Source: an optimization exercise on an open RTL-to-GDS flow (aim: small area). Production flows keep margins and buffers that such runs may drop.
RTL that was checked went through simulation tests only; none was proved equivalent to the original.
No activity file was given, so power comes from the tool's default toggle rates.

==> module top_module, before the edit <==
module top_module(input logic [7:0] pixel_r,pixel_g,pixel_b, input logic clk,reset,data_in_en,output logic signed [12:0] Convo_final,output logic start_add_1);
parameter N=10;
logic [3:0] x, y;           
logic [9:0] a1,a2,a3,a4,a5,a6,a7,a8,a9,a10,a11;
logic [9:0] b1,b2,b3,b4,b5,b6,b7,b8,b9;
logic [9:0] s;
always_ff @(posedge clk)
begin
if (!reset)
begin
x<=0;
y<=0;
start_add_1<=1'b0;
end
else
begin
start_add_1 <= data_in_en && (y >= 2) && (x != 0) && (x != N-1);
if (data_in_en)
begin
if (x==N-1)
begin
x<=0;
y<= (y==N-1) ? 4'd0 : y+1;
end
else
x<=x+1;
end
end
end
always_ff @(posedge clk)
begin
if (reset && data_in_en)
begin
{a11,a10,a9,a8,a7,a6,a5,a4,a3,a2,a1} <= {a10,a9,a8,a7,a6,a5,a4,a3,a2,a1,s};
if (x != 0)
{b9,b8,b7,b6,b5,b4,b3,b2,b1} <= {b8,b7,b6,b5,b4,b3,b2,b1,a11};
end
end
logic sa1;
logic sa2;
logic sa3;
logic sa4;
logic sa5;
logic sa6;
logic sa7;
logic sa8;
logic sa9;
logic sa10;
logic sa11;
logic sa12;
logic sa13;
logic sa14;
logic sa15;
logic sa16;
logic sa17;
logic sa18;
logic sa19;
logic sa20;
logic sa21;
logic sa22;
logic sa23;
logic sa24;
logic sa25;
logic sa26;
logic sa27;
logic sa28;
logic sa29;
logic sa30;
logic sa31;
logic sa32;
fa u_sa1 (pixel_r[0], pixel_g[0], pixel_b[0], sa1, sa2);
fa u_sa3 (pixel_r[1], pixel_g[1], pixel_b[1], sa3, sa4);
fa u_sa5 (pixel_r[2], pixel_g[2], pixel_b[2], sa5, sa6);
fa u_sa7 (pixel_r[3], pixel_g[3], pixel_b[3], sa7, sa8);
fa u_sa9 (pixel_r[4], pixel_g[4], pixel_b[4], sa9, sa10);
fa u_sa11 (pixel_r[5], pixel_g[5], pixel_b[5], sa11, sa12);
fa u_sa13 (pixel_r[6], pixel_g[6], pixel_b[6], sa13, sa14);
fa u_sa15 (pixel_r[7], pixel_g[7], pixel_b[7], sa15, sa16);
ha u_sa17 (sa2, sa3, sa17, sa18);
fa u_sa19 (sa4, sa5, sa18, sa19, sa20);
fa u_sa21 (sa6, sa7, sa20, sa21, sa22);
fa u_sa23 (sa8, sa9, sa22, sa23, sa24);
fa u_sa25 (sa10, sa11, sa24, sa25, sa26);
fa u_sa27 (sa12, sa13, sa26, sa27, sa28);
fa u_sa29 (sa14, sa15, sa28, sa29, sa30);
ha u_sa31 (sa16, sa30, sa31, sa32);
assign s = {sa32, sa31, sa29, sa27, sa25, sa23, sa21, sa19, sa17, sa1};
logic la1;
logic la2;
logic la3;
logic la4;
logic la5;
logic la6;
logic la7;
logic la8;
logic la9;
logic la10;
logic la11;
logic la12;
logic la13;
logic la14;
logic la15;
logic la16;
logic la17;
logic la18;
logic la19;
logic la20;
logic la21;
logic la22;
logic la23;
logic la24;
logic la25;
logic la26;
logic la27;
logic la28;
logic la29;
logic la30;
logic la31;
logic la32;
logic la33;
logic la34;
logic la35;
logic la36;
logic la37;
logic la38;
logic la39;
logic la40;
logic la41;
logic la42;
logic la43;
logic la44;
logic la45;
logic la46;
logic la47;
logic la48;
logic la49;
logic la50;
logic la51;
logic la52;
logic la53;
logic la54;
logic la55;
logic la56;
logic la57;
logic la58;
logic la59;
logic la60;
logic la61;
logic la62;
logic la63;
logic la64;
logic la65;
logic la66;
logic la67;
logic la68;
logic la69;
logic la70;
logic la71;
logic la72;
logic la73;
logic la74;
logic la75;
logic la76;
logic la77;
logic la78;
logic la79;
logic la80;
logic la81;
fa u_la1 (a1[0], a10[0], b1[0], la1, la2);
fa u_la3 (a1[1], a10[1], b1[1], la3, la4);
assign la5 = ~(~a11[0] ^ a1[2]);
assign la6 = ~a11[0] | a1[2];
fa u_la7 (a10[2], b1[2], b9[2], la7, la8);
fa u_la9 (~a11[1], a1[3], a10[3], la9, la10);
fa u_la11 (~a11[2], a1[4], a10[4], la11, la12);
fa u_la13 (~a11[3], a1[5], a10[5], la13, la14);
fa u_la15 (~a11[4], a1[6], a10[6], la15, la16);
fa u_la17 (~a11[5], a1[7], a10[7], la17, la18);
fa u_la19 (~a11[6], a1[8], a10[8], la19, la20);
fa u_la21 (~a11[7], a1[9], a10[9], la21, la22);
fa u_la23 (la2, la3, b9[1], la23, la24);
fa u_la25 (la4, la5, la7, la25, la26);
fa u_la27 (la6, la8, la9, la27, la28);
fa u_la29 (la10, la11, b1[4], la29, la30);
fa u_la31 (la12, la13, b1[5], la31, la32);
fa u_la33 (la14, la15, b1[6], la33, la34);
fa u_la35 (la16, la17, b1[7], la35, la36);
fa u_la37 (la18, la19, b1[8], la37, la38);
fa u_la39 (la20, la21, b1[9], la39, la40);
fa u_la41 (la26, la27, b1[3], la41, la42);
fa u_la43 (la28, la29, b9[4], la43, la44);
fa u_la45 (la30, la31, b9[5], la45, la46);
fa u_la47 (la32, la33, b9[6], la47, la48);
fa u_la49 (la34, la35, b9[7], la49, la50);
fa u_la51 (la36, la37, b9[8], la51, la52);
fa u_la53 (la38, la39, b9[9], la53, la54);
fa u_la55 (la40, la22, ~a11[8], la55, la56);
ha u_la57 (la1, b9[0], la57, la58);
ha u_la59 (la23, la58, la59, la60);
fa u_la61 (la24, la25, la60, la61, la62);
fa u_la63 (la41, b9[3], la62, la63, la64);
fa u_la65 (la42, la43, la64, la65, la66);
fa u_la67 (la44, la45, la66, la67, la68);
fa u_la69 (la46, la47, la68, la69, la70);
fa u_la71 (la48, la49, la70, la71, la72);
fa u_la73 (la50, la51, la72, la73, la74);
fa u_la75 (la52, la53, la74, la75, la76);
fa u_la77 (la54, la55, la76, la77, la78);
fa u_la79 (la56, ~a11[9], la78, la79, la80);
assign la81 = ~la80;
assign Convo_final = {la81, la79, la77, la75, la73, la71, la69, la67, la65, la63, la61, la59, la57};
endmodule
clock: 10.0 ns
lec_check: 0
cap_margin: 5
core_margin: 2
core_utilization: 40
slew_margin: 5
synth_hierarchical: 1
standard.sh (not shown) runs the stock make flow with config.mk's settings and CLKGATE_MAP_FILE= SYNTH_SCRIPT=/design/flow/synth_recipe.tcl, a recipe that flattens the netlist after the stock synthesis.
==> flow/flow/run.sh <==
#!/bin/bash
# Layout: the standard flow (standard.sh, unchanged synthesis) with two changes:
#  - ports are buffered with sky130_fd_sc_hd__buf_1 instead of the default port buffer;
#  - clock tree built from clkbuf_8 leaves over larger sink clusters, without dummy loads.
# The make output goes to standard.log in the work folder; ORFS's own per-step logs are
# under orfs/logs/.
set -euo pipefail
CTS="-sink_clustering_enable -repair_clock_nets -sink_clustering_size 10 -sink_clustering_max_diameter 60 -buf_list sky130_fd_sc_hd__clkbuf_4 -dont_use_dummy_load"
bash standard.sh "BUFFER_PORTS_ARGS=-buffer_cell sky130_fd_sc_hd__buf_1" "CTS_ARGS=$CTS" finish > standard.log 2>&1
==> next run, changes <==
--- a/flow/design.v
+++ b/flow/design.v
@@ -13,30 +13,19 @@
 logic [3:0] x, y;           
 logic [9:0] a1,a2,a3,a4,a5,a6,a7,a8,a9,a10,a11;
 logic [9:0] b1,b2,b3,b4,b5,b6,b7,b8,b9;
 logic [9:0] s;
+logic x9, y9;
+logic [3:0] tx, ty;
+assign x9 = x[3] && x[0];
+assign y9 = y[3] && y[0];
+assign tx = {x9 || (x[2] && x[1] && x[0]), x[1] && x[0], x[0] && !x[3], 1'b1};
+assign ty = {y9 || (y[2] && y[1] && y[0]), y[1] && y[0], y[0] && !y[3], 1'b1};
 always_ff @(posedge clk)
 begin
-if (!reset)
-begin
-x<=0;
-y<=0;
-start_add_1<=1'b0;
-end
-else
-begin
-start_add_1 <= data_in_en && (y >= 2) && (x != 0) && (x != N-1);
-if (data_in_en)
-begin
-if (x==N-1)
-begin
-x<=0;
-y<= (y==N-1) ? 4'd0 : y+1;
-end
-else
-x<=x+1;
-end
-end
+x <= reset ? x ^ (tx & {4{data_in_en}}) : 4'd0;
+y <= reset ? y ^ (ty & {4{data_in_en && x9}}) : 4'd0;
+start_add_1 <= reset && data_in_en && (y >= 2) && (x != 0) && !x9;
 end
 always_ff @(posedge clk)
 begin
 if (reset && data_in_en)
Outcome: The changed run passed the timing, design-rule and antenna checks; critical path depth is unchanged; total power barely changes; flip-flop and latch count is unchanged; worst setup slack improved by 0.020 ns; cell area shrinks slightly; die area is lower slightly; maximum frequency barely changes; clock-buffer cell count does not change; hold slack degrades by 0.034 ns; first-iteration DRC count shrinks by about a fifth; wire length decreases by a few percent; clock skew grows by 0.070 ns; clock power is about the same.
Only the layout flow was run in the second run of this note; the RTL was not checked for function there.

-- port drivers added, routing unchanged --
No port has a modelled driver above. Below, the same layouts with a new extraction and two added sets of constraints.
Step 1 sets driving cells, clkbuf_16 on the clock port and buf_2 on the other inputs (assumed; they add their load-dependent delay and slew).
Step 2 times the ports against the registers' clock, not the clock port: input delays grow and output delays shrink by t, the midpoint of the rising clock arrivals with the driver on.
Three values: no drivers, after step 1, after step 2; two values: the first two.
| run | t (ns) | setup WS [ns] | slew at the worst register clock pin (ns) | worst slew at a driven data input, ns | cell pins on the clock port's net |
|---|---|---|---|---|---|
| the first run | 0.632 | 1.589 / 1.551 / 2.183 | 0.11 / 0.11 | 0.03 | 1 |
| the second run | 0.617 | 1.608 / 1.568 / 2.185 | 0.11 / 0.11 | 0.03 | 1 |
After both steps every run listed still meets setup and hold.
